From an optimization exercise on the open Yosys and OpenROAD flow, aimed at small area, a short achievable clock period and few clock cycles; shortcuts taken in it are not production practice.
Only simulation tests tie the RTL to the original design; equivalence was not proved.
Power is estimated from default activity; no workload was simulated.

==> design/flow/design.v <==
module registerFile (
    input logic         clk,
    input logic         rstn_i,
    input logic [4:0]   rd,
    input logic [4:0]   rs1,
    input logic [4:0]   rs2,
    input logic [31:0]  data_rd_i,
    output logic [31:0] data_rs1_o,
    output logic [31:0] data_rs2_o
);
logic [31:0] registers_q[32];
assign data_rs1_o = registers_q[rs1];
assign data_rs2_o = registers_q[rs2];
always_ff @(posedge clk, negedge rstn_i)
    if(!rstn_i) begin
        for(int i = 0; i < 32; i = i + 1)
            registers_q[i] <= 'b0;
    end else if(rd != 'b0)
        registers_q[rd] <= data_rd_i;
endmodule
module branch_predictor(
    input logic [31:0]  instr_i,
    input logic [31:0]  pc_i,
    output logic [31:0] pc_o,
    output logic        branch
);
logic [31:0] imm;
assign imm = {{19{instr_i[31]}}, instr_i[31], instr_i[7], instr_i[30 : 25], instr_i[11:8], 1'b0};
always_comb
begin
    branch = 1'b0;
    pc_o = pc_i + 4;
    if(instr_i[6:0] == 7'b1100011 && instr_i[31]) begin
            branch = 1'b1;
            pc_o = pc_i + imm;
        end
end
endmodule
module load_unit (
    input logic         clk,
    input logic         rstn_i,
    input logic         read_i,
    input logic [31:0]  addr_i,
    output logic        valid_o,
    output logic [31:0] data_o,
    output logic        wb_stb_o,
    output logic [31:0] wb_adr_o,
    input  logic        wb_ack_i,
    input  logic [31:0] wb_dat_i
);
logic        busy_q;
logic [31:0] addr_q;
assign wb_stb_o = busy_q;
assign wb_adr_o = addr_q;
assign data_o   = wb_dat_i;
assign valid_o  = busy_q & wb_ack_i & read_i & (addr_q == addr_i);
always_ff @(posedge clk, negedge rstn_i)
begin
    if(!rstn_i) begin
        busy_q <= 1'b0;
        addr_q <= 'b0;
    end else if(busy_q) begin
        if(wb_ack_i)
            busy_q <= 1'b0;
    end else if(read_i) begin
        busy_q <= 1'b1;
        addr_q <= addr_i;
    end
end
endmodule
module IF_stage (
    input logic          clk,
    input logic          rstn_i,
    input logic          flush_i,
    input logic          halt_i,
    input logic          ack_i,
    output logic         valid_o,
    output logic  [31:0] instr_o,
    output logic  [31:0] pc_o,
    output logic         br_pred_o,
    output logic         wb_stb_o,
    output logic [31:0]  wb_adr_o,
    input  logic         wb_ack_i,
    input  logic [31:0]  wb_dat_i,
    input logic [31:0]   pc_i,
    input logic          branch_i
);
logic incr_pc;
logic [31:0] pc_n;
logic [31:0] pc_q;
logic [31:0] mem_data;
logic read;
logic read_valid;
logic [31:0] pred_pc;
logic        pred_br;
struct packed {
    logic           valid;
    logic [31:0]    instr;
    logic [31:0]    pc;
    logic           branch_prediced;
} data_n, data_q;
assign br_pred_o = data_q.branch_prediced;
assign valid_o = data_q.valid;
assign instr_o = data_q.instr;
assign pc_o = data_q.pc;
load_unit lu_i
(
    .clk                ( clk       ),
    .rstn_i             ( rstn_i    ),
    .read_i             ( read      ),
    .addr_i             ( pc_q      ),
    .valid_o            ( read_valid),
    .data_o             ( mem_data  ),
    .wb_stb_o           ( wb_stb_o  ),
    .wb_adr_o           ( wb_adr_o  ),
    .wb_ack_i           ( wb_ack_i  ),
    .wb_dat_i           ( wb_dat_i  )
);
branch_predictor bp_i
(
    .instr_i ( mem_data ),
    .pc_i    ( pc_q     ),
    .pc_o    ( pred_pc  ),
    .branch  ( pred_br  )
);
always_comb
begin
    read    = 1'b0;
    data_n  = data_q;
    incr_pc = 1'b0;
    if(ack_i)
        data_n.valid = 1'b0;
    if((!data_q.valid || ack_i)) begin
        read = 1'b1;
        if(read_valid) begin
            data_n         = {1'b1, mem_data, pc_q, pred_br};
            incr_pc        = 1'b1;
        end
    end
    if(flush_i) begin
        data_n.valid     = 1'b0;
        incr_pc          = 1'b0;
        read             = 1'b0;
    end
end
always_ff @(posedge clk, negedge rstn_i)
begin
    if(!rstn_i) begin
        data_q <= 'b0;
        pc_q   <= 'b0;
    end else begin
        data_q <= data_n;
        if(branch_i || flush_i)
            pc_q <= pc_i;
        else if(incr_pc && !halt_i)
            if(pred_br)
                pc_q <= pred_pc;
            else
                pc_q <= pc_q + 4;
    end
end
endmodule
module decoder
(
    input logic [31:0]    instr,
    output logic [4:0]    rs1,
    output logic [4:0]    rs2,
    output logic [4:0]    rd,
    output logic [31:0]   imm,
    output logic          invalid
);
always_comb
begin
    rs1 = 'b0;
    rs2 = 'b0;
    rd  = 'b0;
    imm = 'b0;
    invalid = 1'b0;
    case(instr[6:0])
        7'b0110111: begin
            imm = {instr[31:12], 12'b0};
            rd  = instr[11 : 7];
        end
        7'b0010011: begin
            rs1 = instr[19:15];
            rd  = instr[11 : 7];
            imm = {{20{instr[31]}}, instr[31:20]};
        end
        7'b0110011: begin
            rs1    = instr[19:15];
            rs2    = instr[24:20];   
            rd  = instr[11 : 7];                 
        end
        7'b0000011: begin
            rs1    = instr[19:15];
            rd  = instr[11 : 7];
            imm = {{20{instr[31]}}, instr[31:20]};
        end
        7'b0100011: begin
            rs1 = instr[19:15];
            rs2 = instr[24:20];
            imm = {{20{instr[31]}}, instr[31:25], instr[11:7]};
        end
        7'b1100011: begin
            rs1 = instr[19:15];
            rs2 = instr[24:20];
            imm = {{19{instr[31]}}, instr[31], instr[7], instr[30 : 25], instr[11:8], 1'b0};
        end
        7'b1100111: begin
            rs1 = instr[19:15];
            rd  = instr[11 : 7];
            imm = {{20{instr[31]}}, instr[31:20]};
        end
        7'b1101111: begin
            rd  = instr[11 : 7];
            imm = {{12{instr[31]}}, instr[19:12], instr[20], instr[30:21], 1'b0};
        end
        7'b0010111: begin
            imm = {instr[31:12], 12'b0};
            rd  = instr[11 : 7];
        end
        /*verilator lint_off CASEOVERLAP*/
        7'b0001111, 7'b1100111, 7'b1100111: begin
            rs1 = 5'b0;
            rs2 = 5'b0;
            rd  = 5'b0;
            imm = 'b0;
        end
        /*verilator lint_on CASEOVERLAP*/
        default: begin
            invalid = 1'b1;
        end
    endcase
end
endmodule
module ID_stage
(
    input logic         clk,
    input logic         rstn_i,
    input logic         flush_i,
    input logic         halt_i,
    output logic [4:0]  rs1a_o,          
    output logic [4:0]  rs2a_o,          
    input logic [31:0]  rs1d_i,          
    input logic [31:0]  rs2d_i,          
    input logic         valid_i,         
    input logic [31:0]  instr_i,         
    input logic [31:0]  pc_i,            
    input logic         br_pred_i,       
    output logic        ack_o,           
    input logic         ack_i,           
    output logic        valid_o,         
    output logic [31:0] instr_o,         
    output logic [31:0] pc_o,            
    output logic [31:0] rs1_o,           
    output logic [31:0] rs2_o,           
    output logic [31:0] imm_o,           
    output logic        br_pred_o,       
    input logic [4:0]   rd_i             
);
logic [31:0]    reg_lock_n;
logic [31:0]    reg_lock_q;
logic [4:0]     rd;
logic [4:0]     rd_n, rd_q;
logic           invalid;
logic [31:0]    imm;
struct packed {
    logic           valid;
    logic [31:0]    instr;
    logic [31:0]    pc;
    logic [31:0]    rs1;
    logic [31:0]    rs2;
    logic [31:0]    imm;
    logic           br_pred;
} data_n, data_q;
decoder decoder_i(
    .instr  ( instr_i   ),
    .rd     ( rd        ),
    .rs1    ( rs1a_o    ),
    .rs2    ( rs2a_o    ),
    .imm    ( imm       ),
    .invalid( invalid   )
);
assign br_pred_o = data_q.br_pred;
assign valid_o = data_q.valid;
assign instr_o = data_q.instr;
assign pc_o    = data_q.pc;
assign rs1_o   = data_q.rs1;
assign rs2_o   = data_q.rs2;
assign imm_o   = data_q.imm;
always_comb
begin
    data_n = data_q;
    ack_o   = 1'b0;
    rd_n    = rd_q;
    reg_lock_n = reg_lock_q;
    reg_lock_n[rd_i] = 1'b0;
    if(ack_i)
        data_n.valid = 1'b0;
    if((!data_q.valid || ack_i) && valid_i) begin
        if(!reg_lock_q[rs1a_o] && !reg_lock_q[rs2a_o] && !reg_lock_q[rd] && ! invalid) begin
            ack_o          = 1'b1;
            data_n         = {1'b1, instr_i, pc_i, rs1d_i, rs2d_i, imm, br_pred_i};
            rd_n           = rd;
            reg_lock_n[rd] = 1'b1;
        end
    end
    if(flush_i) begin
        data_n.valid = 1'b0;
        if(data_q.valid)
            reg_lock_n[rd_q] = 1'b0;
        if(ack_o)
            reg_lock_n[rd] = 1'b0;
    end
    reg_lock_n[0] = 1'b0;
end
always_ff @(posedge clk, negedge rstn_i)
begin
    if(!rstn_i) begin
        data_q     <= 'b0;
        reg_lock_q <= 'b0;
    end else if(!halt_i) begin
        data_q     <= data_n;
        rd_q       <= rd_n;
        reg_lock_q <= reg_lock_n;
    end
end
endmodule
module alu
#(
    parameter BITSIZE
)(
    input logic  [31:0] A_i,
    input logic  [31:0] B_i,
    input logic  [3:0]  operation_i,
    output logic [31:0] R_o,
    output logic        overflow_o
);
/*verilator lint_off UNOPTFLAT*/
    logic [31:0]         result;
/*verilator lint_on UNOPTFLAT*/
    logic                           overflow;
    assign R_o = result[31:0];
    assign overflow_o = overflow;
    always_comb
    begin
    overflow = 1'b0;
    case(operation_i)
        4'b0000 :
            {overflow, result} = $signed(A_i) + $signed(B_i);
        4'b1000 :
            {overflow, result} = A_i - B_i;
        4'b0001 :
            result = A_i << B_i[4:0];
        4'b0101 :
            result = A_i >> B_i[4:0];
        4'b1101 :
            result = $signed(A_i) >>> B_i[4:0];
        4'b0111 :
            result = A_i & B_i;
        4'b0110 :
            result = A_i | B_i;
        4'b0100 :
            result = A_i ^ B_i;
        4'b0010 :
            result = ($signed(A_i) < $signed(B_i)) ? 'b1 : 'b0;
        4'b0011 :
            result = (A_i < B_i) ? 'b1 : 'b0;
        default :
            result = 'b0;
    endcase
    end
endmodule
module executer
(
    input logic [31:0]    instr,
    input logic [31:0]    pc,
    input logic [31:0]    rs1,
    input logic [31:0]    rs2,
    input logic [31:0]    imm,
    output logic [31:0]   result,
    output logic          branch_taken
);
logic [3:0] operation;
logic [31:0] ALU_d0;
logic [31:0] alu_result;
logic        jalr;
logic [31:0] ALU_d1;
logic       alu_d0_mux;
logic       alu_d1_mux;
assign ALU_d0 = (alu_d0_mux) ? pc : rs1;
assign ALU_d1 = (alu_d1_mux) ? imm : rs2;
always_comb
begin
    alu_d1_mux      = 1'b0;
    alu_d0_mux      = 1'b0;
    branch_taken    = 1'b0;
    operation       = 4'b0000;
    jalr            = 1'b0;
    case(instr[6:0])
        7'b0110111, 7'b0000011, 7'b0100011: begin
            operation   = 4'b0000;
            alu_d1_mux      = 1'b1;
        end
        7'b0010011: begin
            if(instr[14:12] == 3'b101)
                operation = {instr[30], instr[14:12]};
            else
                operation = {1'b0, instr[14:12]};
            alu_d1_mux      = 1'b1;
        end
        7'b0110011: begin
            operation = {instr[30], instr[14:12]};
        end
        7'b1100011: begin
            operation   = 4'b0000;
            alu_d1_mux      = 1'b1;
            alu_d0_mux      = 1'b1;
            case(instr[14:12])
                3'b000:  
                    branch_taken = (rs1 == rs2) ? 1'b1 : 1'b0;
                3'b001:  
                    branch_taken = (rs1 != rs2) ? 1'b1 : 1'b0;
                3'b100:  
                    branch_taken = ($signed(rs1) < $signed(rs2)) ? 1'b1 : 1'b0;
                3'b101:  
                    branch_taken = ($signed(rs1) >= $signed(rs2)) ? 1'b1 : 1'b0;
                3'b110:  
                    branch_taken = (rs1 < rs2) ? 1'b1 : 1'b0;
                3'b111:  
                    branch_taken = (rs1 >= rs2) ? 1'b1 : 1'b0;
                default: begin
                end
            endcase
        end
        7'b1101111: begin
            operation   = 4'b0000;
            branch_taken    = 1'b1;
            alu_d1_mux      = 1'b1;
            alu_d0_mux      = 1'b1;
        end
        7'b0010111: begin
            operation   = 4'b0000;
            alu_d1_mux      = 1'b1;
            alu_d0_mux      = 1'b1;
        end
        7'b1100111: begin
            operation   = 4'b0000;
            branch_taken    = 1'b1;
            alu_d1_mux      = 1'b1;
            jalr            = 1'b1;
        end
        /*verilator lint_off CASEOVERLAP*/
        7'b0001111, 7'b1100111, 7'b1100111: begin
            operation = 4'b0000;
        end
        /*verilator lint_on CASEOVERLAP*/
        default: begin
        end
    endcase
end
logic oflow;
alu #(
    .BITSIZE    ( 32        )
) alu_i (
    .A_i        ( ALU_d0    ),
    .B_i        ( ALU_d1    ),
    .operation_i( operation ),
    .R_o        ( alu_result),
    .overflow_o ( oflow)
);
assign result = jalr ? {alu_result[31:1], 1'b0} : alu_result;
endmodule
module EX_stage(
    input logic         clk,
    input logic         rstn_i,  
    input logic         flush_i,  
    input logic         halt_i,
    input logic         valid_i,
    output logic        ack_o,
    input logic [31:0]  instr_i,
    input logic [31:0]  pc_i,
    input logic [31:0]  rs1_i,
    input logic [31:0]  rs2_i,
    input logic [31:0]  imm_i,
    input logic         br_pred_i,
    input logic         ack_i,
    output logic        valid_o,
    output logic [31:0] pc_o,
    output logic [31:0] instr_o,
    output logic [31:0] result_o,
    output logic [31:0] rs2_o,
    output logic        branch_o
);
struct packed {
    logic           valid;
    logic           branch;
    logic [31:0]    instr;
    logic [31:0]    pc;
    logic [31:0]    result;
    logic [31:0]    rs2;
} data_n, data_q;
logic [31:0]        result;
logic               branch;
executer executer_i (
    .instr        ( instr_i ),
    .pc           ( pc_i    ),
    .rs1          ( rs1_i   ),
    .rs2          ( rs2_i   ),
    .imm          ( imm_i   ),
    .result       ( result  ),
    .branch_taken ( branch  )
);
assign valid_o  = data_q.valid;
assign instr_o  = data_q.instr;
assign pc_o     = data_q.pc;
assign result_o = data_q.result;
assign rs2_o    = data_q.rs2;
assign branch_o = data_q.branch;
always_comb
begin
    data_n = data_q;
    ack_o   = 1'b0;
    if(ack_i)
        data_n.valid = 1'b0;
    if((!data_q.valid || ack_i) && valid_i && (!flush_i)) begin
        ack_o          = 1'b1;
        if(branch == br_pred_i)
            data_n         = {1'b1, 1'b0, instr_i, pc_i, result, rs2_i};
        else if(branch && !br_pred_i)
            data_n         = {1'b1, 1'b1, instr_i, pc_i, result, rs2_i};
        else if(!branch && br_pred_i)
            data_n         = {1'b1, 1'b1, instr_i, pc_i, pc_i+4, rs2_i};
    end
    if(flush_i) begin
        data_n.branch = 1'b0;
    end
end
always_ff @(posedge clk, negedge rstn_i)
begin
    if(!rstn_i) begin
        data_q     <= 'b0;
    end else if(!halt_i) begin
        data_q     <= data_n;
    end
end
endmodule
module lsu (
    input logic         clk,
    input logic         rstn_i,
    input logic         read_i,
    input logic         write_i,
    input logic [3:0]   we_i,
    input logic [31:0]  addr_i,
    input logic [31:0]  data_i,
    output logic [31:0] data_o,
    output logic        valid_o,
    output logic        wb_stb_o,
    output logic        wb_we_o,
    output logic [3:0]  wb_sel_o,
    output logic [31:0] wb_adr_o,
    output logic [31:0] wb_dat_o,
    input  logic        wb_ack_i,
    input  logic [31:0] wb_dat_i
);
logic        busy_q;
logic        we_q;
logic [3:0]  sel_q;
logic [31:0] adr_q;
logic [31:0] wdat_q;
logic [1:0]  off_q;
logic [31:0] rdat_q;
assign wb_stb_o = busy_q;
assign wb_we_o  = we_q;
assign wb_sel_o = sel_q;
assign wb_adr_o = adr_q;
assign wb_dat_o = wdat_q;
assign data_o   = rdat_q;
assign valid_o  = busy_q & wb_ack_i;
always_ff @(posedge clk, negedge rstn_i)
begin
    if(!rstn_i) begin
        busy_q <= 1'b0;
        we_q   <= 1'b0;
        sel_q  <= 'b0;
        adr_q  <= 'b0;
        wdat_q <= 'b0;
        off_q  <= 'b0;
        rdat_q <= 'b0;
    end else if(busy_q) begin
        if(wb_ack_i) begin
            busy_q <= 1'b0;
            rdat_q <= wb_dat_i >> {off_q, 3'b0};
        end
    end else if(read_i || write_i) begin
        busy_q <= 1'b1;
        we_q   <= write_i;
        sel_q  <= write_i ? (we_i << addr_i[1:0]) : 4'b1111;
        adr_q  <= {addr_i[31:2], 2'b0};
        wdat_q <= data_i << {addr_i[1:0], 3'b0};
        off_q  <= addr_i[1:0];
    end
end
endmodule
module MEM_stage
#(
    parameter BITSIZE = 32
)(
    input logic         clk,
    input logic         rstn_i,
    input logic         halt_i,
    input logic         valid_i,
    output logic        ack_o,
    input logic [31:0]  instr_i,
    input logic [31:0]  result_i,
    input logic [31:0]  rs2_i,
    input logic [31:0]  pc_i,
    output logic        wb_stb_o,
    output logic        wb_we_o,
    output logic [3:0]  wb_sel_o,
    output logic [31:0] wb_adr_o,
    output logic [31:0] wb_dat_o,
    input  logic        wb_ack_i,
    input  logic [31:0] wb_dat_i,
    input logic         ack_i,
    output logic        valid_o,
    output logic [31:0] instr_o,
    output logic [31:0] data_o
);
struct packed {
    logic           valid;
    logic [31:0]    instr;
    logic [31:0]    data;
} data_n, data_q;
logic load;
logic store;
logic ls_valid;
logic ls_valid_n, ls_valid_q;
logic [31:0] lu_data;
logic [3:0] lsu_we;
assign valid_o = data_q.valid;
assign data_o = data_q.data;
assign instr_o = data_q.instr;
lsu lsu_i(
    .clk        ( clk       ),
    .rstn_i     ( rstn_i    ),
    .read_i     ( load      ),
    .write_i    ( store     ),
    .we_i       ( lsu_we    ),
    .addr_i     ( result_i  ),
    .data_i     ( rs2_i     ),
    .data_o     ( lu_data   ),
    .valid_o    ( ls_valid  ),
    .wb_stb_o   ( wb_stb_o  ),
    .wb_we_o    ( wb_we_o   ),
    .wb_sel_o   ( wb_sel_o  ),
    .wb_adr_o   ( wb_adr_o  ),
    .wb_dat_o   ( wb_dat_o  ),
    .wb_ack_i   ( wb_ack_i  ),
    .wb_dat_i   ( wb_dat_i  )
);
always_comb
begin
    ls_valid_n = ls_valid_q;
    data_n  = data_q;
    ack_o   = 1'b0;
    load    = 1'b0;
    store   = 1'b0;
    lsu_we  = 'b0;
    if(ack_i) begin
        data_n.valid = 1'b0;
        ls_valid_n = 1'b0;
    end
    case(instr_i[6:0])
        7'b0000011: begin
            if(!ls_valid_q && valid_i) begin
                ls_valid_n = ls_valid;
                load        = 1'b1;
            end else if((!data_q.valid || ack_i) && valid_i) begin
                ack_o          = 1'b1;
                data_n.valid   = 1'b1;
                data_n.instr   = instr_i;
                ls_valid_n   = 1'b0;
                ls_valid_n   = 1'b0;
                case(instr_i[13:12])
                    2'b00:
                        data_n.data = {{24{lu_data[7] & !instr_i[14]}}, lu_data[7:0]};
                    2'b01:
                        data_n.data = {{16{lu_data[15] & !instr_i[14]}}, lu_data[15:0]};
                    2'b10:
                        data_n.data = lu_data;
                    default: begin
                    end
                endcase
            end
        end
        7'b0100011: begin
            if(!ls_valid_q && valid_i) begin
                ls_valid_n  = ls_valid;
                store        = 1'b1;
                case(instr_i[13:12])
                    2'b00:
                        lsu_we = 4'b0001;
                    2'b01:
                        lsu_we = 4'b0011;
                    2'b10:
                        lsu_we = 4'b1111;
                    default: begin
                    end
                endcase
            end else if((!data_q.valid || ack_i) && valid_i)begin
                ack_o          = 1'b1;
                data_n         = {1'b1, instr_i, 32'b0};
                ls_valid_n    = 1'b0;
            end
        end
        7'b1101111, 7'b1100111: begin
            ls_valid_n   = 1'b0;
            if((!data_q.valid || ack_i) && valid_i) begin
                ack_o          = 1'b1;
                data_n         = {1'b1, instr_i, pc_i + 4};
            end
        end
        default: begin   
            ls_valid_n   = 1'b0;         
            if((!data_q.valid || ack_i) && valid_i) begin
                ack_o          = 1'b1;
                data_n         = {1'b1, instr_i, result_i};
            end
        end
    endcase
end
always_ff @(posedge clk, negedge rstn_i) begin
    if(!rstn_i) begin
        data_q <= 'b0;
        ls_valid_q <= 1'b0;
    end else if(!halt_i) begin
        data_q <= data_n;
        ls_valid_q <= ls_valid_n;
    end
end
endmodule
module WB_stage (
    input logic         clk,
    input logic         rstn_i,
    input logic         halt_i,
    output logic        ack_o,
    input logic         valid_i,
    input logic [31:0]  instr_i,
    input logic [31:0]  data_i,
    output logic [4:0]  rd_o,
    output logic [31:0] data_o
);
struct packed {
    logic [4:0]     rd;
    logic [31:0]    data;
} data_n, data_q;
assign data_o = data_q.data;
assign rd_o   = data_q.rd;
always_comb
begin
    ack_o = 1'b0;
    data_n = data_q;
    if(valid_i) begin
        ack_o        = 1'b1;
        case(instr_i[6:0])
            7'b0110111, 7'b0010011, 7'b0110011, 7'b0000011, 7'b1101111, 7'b1100111, 7'b0010111: begin
                data_n.rd = instr_i[11 : 7];
                data_n.data = data_i;
            end
            default:
                data_n.rd = 'b0;
        endcase
    end else begin
        data_n.rd = 'b0;
    end
end
always_ff @(posedge clk, negedge rstn_i)
begin
    if(!rstn_i) begin
        data_q <= 'b0;
    end else if(!halt_i) begin
        data_q <= data_n;
    end
end
endmodule
module core_top (
    input logic          clk,
    input logic          rstn_i,
    output logic         imem_stb_o,
    output logic [31:0]  imem_adr_o,
    input  logic         imem_ack_i,
    input  logic [31:0]  imem_dat_i,
    output logic         dmem_stb_o,
    output logic         dmem_we_o,
    output logic [3:0]   dmem_sel_o,
    output logic [31:0]  dmem_adr_o,
    output logic [31:0]  dmem_dat_o,
    input  logic         dmem_ack_i,
    input  logic [31:0]  dmem_dat_i
);
logic                ID_IF_ack;
logic                IF_ID_valid;
logic [31:0]         IF_ID_instr;
logic [31:0]         IF_ID_pc;
logic                IF_ID_br_pred;
logic                EX_ID_ack;
logic                ID_EX_valid;
logic [31:0]         ID_EX_instr;
logic [31:0]         ID_EX_pc;
logic [31:0]         ID_EX_rs1;
logic [31:0]         ID_EX_rs2;
logic [31:0]         ID_EX_imm;
logic                ID_EX_br_pred;
logic [4:0]          ID_REG_rs1;
logic [4:0]          ID_REG_rs2;
logic [31:0]         REG_ID_rs1_d;
logic [31:0]         REG_ID_rs2_d;
logic                EX_MEM_valid;
logic                MEM_EX_ack;
logic [31:0]         EX_MEM_instr;
logic [31:0]         EX_MEM_result;
logic [31:0]         EX_MEM_rs2;
logic [31:0]         EX_MEM_pc;
logic                MEM_WB_valid;
logic                WB_MEM_ack;
logic [31:0]         MEM_WB_instr;
logic [31:0]         MEM_WB_data;
logic [4 : 0]        WB_REG_rd;
logic [31:0]         WB_REG_data;
logic [4:0]          REG_rd;
logic [31:0]         REG_rdd;
logic [4:0]          REG_rs1;
logic [4:0]          REG_rs2;
logic [31:0]         REG_rs1_d;
logic [31:0]         REG_rs2_d;
logic                branch;
logic                flush;
logic [31:0]         IF_pc;
logic                halt_core;
assign halt_core = 1'b0;
assign flush = branch;
assign IF_pc = EX_MEM_result;
assign REG_rd = WB_REG_rd;
assign REG_rdd = WB_REG_data;
assign REG_rs1 = ID_REG_rs1;
assign REG_rs2 = ID_REG_rs2;
assign REG_ID_rs1_d = REG_rs1_d;
assign REG_ID_rs2_d = REG_rs2_d;
registerFile registerFile_i (
    .clk        ( clk         ),
    .rstn_i     ( rstn_i      ),
    .rd         ( REG_rd      ),
    .rs1        ( REG_rs1     ),
    .rs2        ( REG_rs2     ),
    .data_rd_i  ( REG_rdd     ),
    .data_rs1_o ( REG_rs1_d   ),
    .data_rs2_o ( REG_rs2_d   )
);
IF_stage IF_i (
    .clk         ( clk           ),
    .rstn_i      ( rstn_i        ),
    .flush_i     ( flush         ),
    .halt_i      ( halt_core     ),
    .ack_i       ( ID_IF_ack     ),
    .valid_o     ( IF_ID_valid   ),
    .instr_o     ( IF_ID_instr   ),
    .pc_o        ( IF_ID_pc      ),
    .wb_stb_o    ( imem_stb_o    ),
    .wb_adr_o    ( imem_adr_o    ),
    .wb_ack_i    ( imem_ack_i    ),
    .wb_dat_i    ( imem_dat_i    ),
    .branch_i    ( branch        ),
    .pc_i        ( IF_pc         ),
    .br_pred_o   ( IF_ID_br_pred )
);
ID_stage ID_i (
    .clk      ( clk          ),
    .rstn_i   ( rstn_i       ),
    .flush_i  ( flush        ),
    .halt_i   ( halt_core    ),
    .valid_i  ( IF_ID_valid  ),
    .ack_o    ( ID_IF_ack    ),
    .instr_i  ( IF_ID_instr  ),
    .br_pred_i( IF_ID_br_pred),
    .pc_i     ( IF_ID_pc     ),
    .ack_i    ( EX_ID_ack    ),
    .valid_o  ( ID_EX_valid  ),
    .instr_o  ( ID_EX_instr  ),
    .pc_o     ( ID_EX_pc     ),
    .rs1_o    ( ID_EX_rs1    ),
    .rs2_o    ( ID_EX_rs2    ),
    .imm_o    ( ID_EX_imm    ),
    .br_pred_o( ID_EX_br_pred),
    .rs1a_o   ( ID_REG_rs1   ),
    .rs2a_o   ( ID_REG_rs2   ),
    .rs1d_i   ( REG_ID_rs1_d ),
    .rs2d_i   ( REG_ID_rs2_d ),
    .rd_i     ( WB_REG_rd    )
);
EX_stage EX_i (
    .clk      ( clk           ),
    .rstn_i   ( rstn_i        ),
    .flush_i  ( flush         ),
    .halt_i   ( halt_core     ),
    .valid_i  ( ID_EX_valid   ),
    .ack_o    ( EX_ID_ack     ),
    .instr_i  ( ID_EX_instr   ),
    .pc_i     ( ID_EX_pc      ),
    .rs1_i    ( ID_EX_rs1     ),
    .rs2_i    ( ID_EX_rs2     ),
    .imm_i    ( ID_EX_imm     ),
    .br_pred_i( ID_EX_br_pred ),
    .ack_i    ( MEM_EX_ack    ),
    .valid_o  ( EX_MEM_valid  ),
    .pc_o     ( EX_MEM_pc     ),
    .instr_o  ( EX_MEM_instr  ),
    .result_o ( EX_MEM_result ),
    .rs2_o    ( EX_MEM_rs2    ),
    .branch_o ( branch        )
);
MEM_stage MEM_i (
    .clk         ( clk           ),
    .rstn_i      ( rstn_i        ),
    .halt_i      ( halt_core     ),
    .valid_i     ( EX_MEM_valid  ),
    .ack_o       ( MEM_EX_ack    ),
    .pc_i        ( EX_MEM_pc     ),
    .instr_i     ( EX_MEM_instr  ),
    .result_i    ( EX_MEM_result ),
    .rs2_i       ( EX_MEM_rs2    ),
    .wb_stb_o    ( dmem_stb_o    ),
    .wb_we_o     ( dmem_we_o     ),
    .wb_sel_o    ( dmem_sel_o    ),
    .wb_adr_o    ( dmem_adr_o    ),
    .wb_dat_o    ( dmem_dat_o    ),
    .wb_ack_i    ( dmem_ack_i    ),
    .wb_dat_i    ( dmem_dat_i    ),
    .ack_i       ( WB_MEM_ack    ),
    .valid_o     ( MEM_WB_valid  ),
    .instr_o     ( MEM_WB_instr  ),
    .data_o      ( MEM_WB_data   )
);
WB_stage WB_i (
    .clk     ( clk          ),
    .rstn_i  ( rstn_i       ),
    .halt_i  ( halt_core    ),
    .ack_o   ( WB_MEM_ack   ),
    .valid_i ( MEM_WB_valid ),
    .instr_i ( MEM_WB_instr ),
    .data_i  ( MEM_WB_data  ),
    .rd_o    ( WB_REG_rd    ),
    .data_o  ( WB_REG_data  )
);
endmodule
==> design/flow/run.sh <==
#!/bin/bash
# synth_recipe.tcl (not shown) runs the flow's synth.tcl, then flattens the netlist and writes it again
# the make line also repeats each setting of config.mk as NAME=value (left out here)
make -C /OpenROAD-flow-scripts/flow DESIGN_CONFIG=/design/flow/config.mk WORK_HOME=/design/flow/orfs CLKGATE_MAP_FILE= SYNTH_SCRIPT=/design/flow/synth_recipe.tcl finish
==> design/flow/config.mk <==
export PLATFORM = sky130hd
export DESIGN_NAME = core_top
export DESIGN_NICKNAME = core_top
export VERILOG_FILES = /design/flow/design.v
export SDC_FILE = /design/flow/constraint.sdc
export NUM_CORES = 4
export LEC_CHECK = 0
export CAP_MARGIN = 20
export CORE_MARGIN = 2
export CORE_UTILIZATION = 40
export SLEW_MARGIN = 20
==> design/flow/constraint.sdc <==
create_clock -name core_clock -period 8.5 [get_ports {clk}]
set_input_delay 1.7000 -clock core_clock [delete_from_list [all_inputs] [get_ports {clk}]]
set_output_delay 1.7000 -clock core_clock [all_outputs]
set_load 0.01 [all_outputs]
==> summary.md <==
| Metric | Value |
|---|---|
| Area used by multi-input combinational logic | `roughly 48000 µm²` |
| Final net count | `just over 9000` |
| Final Cycle Share | `approximately 80%` |
| Clock edge transition at the registers on the reported setup and hold paths | `0.06 ns` |
| Worst relative slew slack | `approximately a tenth` |
| Total iterations of the first detailed-routing run | `10` |
| Startpoint of the worst register-to-register path | `ID_i.data_q[134]` |
| Highest fanout seen on the critical path | `42` |
| Gate count after technology mapping | `9088` |
| Vias | `around 86000` |
| Placement-stage worst setup slack | `roughly 2.1 ns` |
| Nature of the critical path endpoint | `flop` |
| Total instance count after detailed placement | `11790` |
| Slack of the critical path | `approximately 1.8 ns` |
| Fraction of the yosys area taken by sequential cells | `between 40% and 50%` |
| Fraction of synthesis flops using an asynchronous set or reset pin | `~100%` |
| Std cell rows | `175` |
| Max VDD drop | `roughly 0.17 mV` |
| Vias per std cell | `slightly above 7` |
| Result of the run | `timing/DRC/antenna clean` |
| Share of layout cells above drive strength 1 | `between 20% and 30%` |
| Aggregate global-route resource usage | `about two fifths` |
| Fin Clk Skew | `0.06089 ns` |
| Count of final max-slew check failures | `0` |
| Y dimension of the die | `between 400 and 500 µm` |
| Number of antenna violations at the first check in global routing | `36` |
| Remaining antenna violation count | `0` |
| Aggregate global routing overflow | `0` |
| Slew of the pin with the lowest slew margin | `between 1 and 1.5 ns` |
| Post-detailed-placement half-perimeter wirelength | `between 300000 and 400000 µm` |
| Hold path start | `IF_i.data_q[15]` |
| Data required time of the critical path | `about 9.2 ns` |
| Critical path launch point type | `flop` |
| Setup repair bufs after CTS | `0` |
| Initial core utilization | `40.13%` |
| Count of fill cells added during filler insertion | `21250` |
| Slowest Stage Delay on Critical Path | `~0.70 ns` |
| HP Class | `flop to flop` |
| Clock tree from TritonCTS | `yes` |
| Critical path, cell by cell | `nor2b_1 > nand4_1 > nand3_2 > buf_4 > o21a_2 > buf_4 > fa_1 > nor2_1 > o311ai_0 > a21boi_0 > o21ai_0 > a41oi_1 > a311oi_1 > o221ai_1 > a221oi_1 > a31oi_1` |
| Worst hold stages | `2` |
| Post-synth top flop | `sky130_fd_sc_hd__dfrtp_1` |
| Wire length of the first global-routing pass | `between 600000 and 700000 µm` |
| Final count of negative-setup-slack endpoints | `0` |
| Start-to-end type of the worst setup path | `flop to flop` |
| Maximum count of clock buffers along a single path | `3` |
| Via count of the first global-routing pass | `just over 80000` |
| Hold Violations, Final | `0` |
| Non-filler cells in the finished layout | `approximately 12000` |
| Setup repair after global routing missed its margin | `no` |
| Dominant cell type by count on the critical path | `sky130_fd_sc_hd__buf_4` |
| Hold_buf cts | `0` |
| Accumulated negative setup slack | `0 ns` |
| Drt drc | `0` |
| Reg2reg setup slack | `1.81 ns` |
| Cells resized by post-CTS repair | `0` |
| Synth warn | `13` |
| Number of ports placed on the die boundary | `~170` |
| Core outline area | `approximately 230000 µm²` |
| Timing startpoint of the critical path | `ID_i.data_q[134]` |
| Number of design-rule violations left by the first detailed-router iteration | `about 15000` |
| Depth of the worst register-to-register path | `16` |
| H-tree Lvls | `4` |
| Layout overhead on the synthesized area | `13.33%` |
| Buffers on Ports | `168` |
| Count of cell types in the netlist | `between 100 and 150` |
| Maximum number of pins on one net before global-route repair | `roughly 170` |
| Horizontal die dimension | `480.8 µm` |
| WL per Instance | `~40 µm` |
| Clock tree sinks | `~1600` |
| Data arrival at the endpoint of the critical path | `about 7.4 ns` |
| Mean post-synth cell area | `roughly 10 µm²` |
| Final Total Pwr | `approximately 16000 µW` |
| Total of flip-flops plus latches after synthesis | `between 1500 and 2000` |
| Final critical path time including I/O delays and setup | `6.686 ns` |
| Post-Place Cell Area | `~97000 µm²` |
| Post-route standard cell area excluding fillers | `roughly 100000 µm²` |
| CTS Buf Count | `179` |
| Clock tree root driver cell | `sky130_fd_sc_hd__clkbuf_16` |
| Total power per unit cell area | `157.1 nW/µm²` |
| Full die area | `around 230000 µm²` |
| Max frequency | `approximately 150 MHz` |
| Register area | `roughly 40000 µm²` |
| Reported max-cap violation count | `0` |
| Post-synthesis instance area | `slightly above 90000 µm²` |
| Leakage power figure | `approximately 0.047 µW` |
| Yosys top cell by area | `sky130_fd_sc_hd__dfrtp_1` |
| Count of flip-flops with a built-in enable after synthesis | `5` |
| Worst-Skew Late Latency | `around 0.88 ns` |
| Placer Congestion | `around 1.1` |
| Yosys top cell area share | `43.97%` |
| Leading post-synthesis cells by cell area | `sky130_fd_sc_hd__dfrtp_1 (44%), sky130_fd_sc_hd__mux2_2 (14%), sky130_fd_sc_hd__nand2_1 (4.0%)` |
| Total wire length | `just under 500000 µm` |
| Worst-path cell with the longest stage delay | `sky130_fd_sc_hd__o311ai_0` |
## layout by cell type, fill, tap and decap left out, types with 37 or more instances in the layout
cell type                         instances
sky130_fd_sc_hd__dfrtp_1               1588
sky130_fd_sc_hd__and3_1                  42
sky130_fd_sc_hd__a22o_1                 248
sky130_fd_sc_hd__clkdlybuf4s50_1        167
sky130_fd_sc_hd__clkbuf_1                38
sky130_fd_sc_hd__or3_1                   39
sky130_fd_sc_hd__nor2_4                  63
sky130_fd_sc_hd__buf_4                  310
sky130_fd_sc_hd__xor2_1                  67
sky130_fd_sc_hd__clkbuf_8                40
sky130_fd_sc_hd__nand4_1                157
sky130_fd_sc_hd__nor3_1                 110
sky130_fd_sc_hd__nor2b_1                 48
sky130_fd_sc_hd__inv_1                  175
sky130_fd_sc_hd__nand3_1                325
sky130_fd_sc_hd__mux2i_1                134
sky130_fd_sc_hd__o31ai_1                 37
sky130_fd_sc_hd__nand2_1                961
sky130_fd_sc_hd__a31oi_1                 69
sky130_fd_sc_hd__mux2_2                1154
sky130_fd_sc_hd__nor2_1                 404
sky130_fd_sc_hd__a221oi_1               307
sky130_fd_sc_hd__a22oi_1                348
sky130_fd_sc_hd__clkbuf_16              183
sky130_fd_sc_hd__a222oi_1                80
sky130_fd_sc_hd__xnor2_1                 74
sky130_fd_sc_hd__a21o_1                  89
sky130_fd_sc_hd__a211oi_1                58
sky130_fd_sc_hd__and2_1                  45
sky130_fd_sc_hd__o211ai_1                89
sky130_fd_sc_hd__o21ai_0                403
sky130_fd_sc_hd__a21oi_1                412
sky130_fd_sc_hd__ha_1                   181
## power by group
group          internal (µW)  leakage, µW       switching, µW
clock network           4750      0.00304                3520
registers               7630       0.0222  0.0000000000000163
logic                   67.6       0.0213                 217
total                  12500       0.0466                3740
## final cells by class
cell class                 instances  share of cell area (%)
antenna                           33                 0.08011
clock buffer                     261                   5.115
clock inverter                    69                  0.8788
inverter                         178                  0.6482
multi-input combinational       6509                   46.43
sequential                      1603                   38.95
tap                             3009                   3.652
timing repair buffer             497                   4.244
## sequential cells by signal, summed over array words and instances, names as in the netlist, 4 cells and up
name	cells
registerFile_i.registers_q	992
ID_i.data_q	146
EX_i.data_q	113
IF_i.data_q	66
MEM_i.data_q	45
WB_i.data_q	37
IF_i.lu_i.addr_q	32
IF_i.pc_q	32
MEM_i.lsu_i.rdat_q	32
MEM_i.lsu_i.wdat_q	32
ID_i.reg_lock_q	31
MEM_i.lsu_i.adr_q	30
ID_i.rd_q	5
MEM_i.lsu_i.sel_q	4
## metrics by stage
stage	utilization (%)	hold slack, ns
floorplan	-	0.4309
global route	45.45	0.4886
CTS	45.40	0.4666
detailed placement	42.67	0.4542
finish	45.48	0.4618
global placement	42.66	0.4491
## final timing paths
check,endpoint
max,EX_i.data_q[58]
min,IF_i.data_q[15]
max reg2reg,EX_i.data_q[58]
min reg2reg,IF_i.data_q[15]
max in group asynchronous,registerFile_i.registers_q[29][9]
min in group asynchronous,EX_i.data_q[95]
## critical path, delay by kind of cell (launching register included)
family	cells	cell delay (ns)
AO/OA/AOI/OAI	9	3.60
AND/OR/NAND/NOR	4	1.24
flip-flops	1	0.44
adder cells (fa/ha/maj)	1	0.33
buffers and inverters	2	0.92
## synth_stat cells, types with 19 or more instances
master / count
sky130_fd_sc_hd__nand3_1: 330
sky130_fd_sc_hd__ha_1: 182
sky130_fd_sc_hd__a211oi_1: 58
sky130_fd_sc_hd__buf_2: 61
sky130_fd_sc_hd__nor2_1: 468
sky130_fd_sc_hd__a222oi_1: 80
sky130_fd_sc_hd__o22ai_1: 25
sky130_fd_sc_hd__o211ai_1: 89
sky130_fd_sc_hd__o21ai_0: 407
sky130_fd_sc_hd__xnor2_1: 74
sky130_fd_sc_hd__mux2_2: 1154
sky130_fd_sc_hd__o21a_1: 26
sky130_fd_sc_hd__dfrtp_1: 1598
sky130_fd_sc_hd__xor2_1: 67
sky130_fd_sc_hd__a21oi_1: 414
sky130_fd_sc_hd__and2_1: 49
sky130_fd_sc_hd__a311oi_1: 20
sky130_fd_sc_hd__a22o_1: 248
sky130_fd_sc_hd__clkbuf_1: 617
sky130_fd_sc_hd__inv_1: 176
sky130_fd_sc_hd__nand4_1: 157
sky130_fd_sc_hd__o31ai_1: 37
sky130_fd_sc_hd__a22oi_1: 348
sky130_fd_sc_hd__a31oi_1: 69
sky130_fd_sc_hd__a21o_1: 89
sky130_fd_sc_hd__o311ai_0: 23
sky130_fd_sc_hd__nor2b_1: 49
sky130_fd_sc_hd__nand2b_1: 34
sky130_fd_sc_hd__nor4_1: 39
sky130_fd_sc_hd__o221ai_1: 19
sky130_fd_sc_hd__buf_1: 116
sky130_fd_sc_hd__nand2_1: 974
sky130_fd_sc_hd__mux2i_1: 136
sky130_fd_sc_hd__or3_1: 41
sky130_fd_sc_hd__a221oi_1: 307
sky130_fd_sc_hd__a2111oi_0: 40
sky130_fd_sc_hd__nor3_1: 121
sky130_fd_sc_hd__and3_1: 46
## kinds of logic after synthesis
group | Yosys count | synth area share [%]
buffers and inverters | 977 | 4.137
adder cells (fa/ha/maj) | 185 | 2.570
AO/OA/AOI/OAI | 2478 | 19.53
flip-flops | 1603 | 44.13
AND/OR/NAND/NOR | 2395 | 12.05
multiplexers | 1308 | 16.23
other | 1 | 0.004123
XOR/XNOR | 141 | 1.358
## metal layers
metal | global-route usage, % | vias up | wire length, µm | share of wire, %
met2 | 56.46 | 6951 | 194500 | 40
li1 | - | 33810 | - | -
met1 | 52.09 | 42950 | 185000 | 38
met4 | 27.51 | 26 | 40320 | 8.3
met3 | 16.32 | 2038 | 65430 | 13
met5 | 0.5800 | - | 537 | 0.11
Testbench counts, summed over its fixed seeds: cycles 103,549.

-- what the ideal ports hide --
In the flow no input, the clock included, has a driving cell. The finished layout below was timed again as built, in two steps.
Step 1 (the two cells are an assumption about what drives the block):
set clk [get_ports {clk}]
set_driving_cell -lib_cell sky130_fd_sc_hd__clkbuf_16 $clk
set_driving_cell -lib_cell sky130_fd_sc_hd__buf_2 [delete_from_list [all_inputs] $clk]
Step 2 also shifts input and output timing later by t, the mid clock arrival at the registers, as if the neighbouring blocks saw the same clock.
a / b / c = ideal ports / drivers / drivers and shift; a / b = the first two.
t, ns: 0.954
setup slack, ns: 1.814 / 1.814 / 1.814
hold slack, ns: 0.462 / 0.462 / 0.462
worst setup path at the end: register to register
worst data-port slew with drivers (ns): 0.14
After both steps setup and hold are still met in this run. The setup slack of this run moves by 0.000 ns with the drivers and by 0.000 ns with both steps.
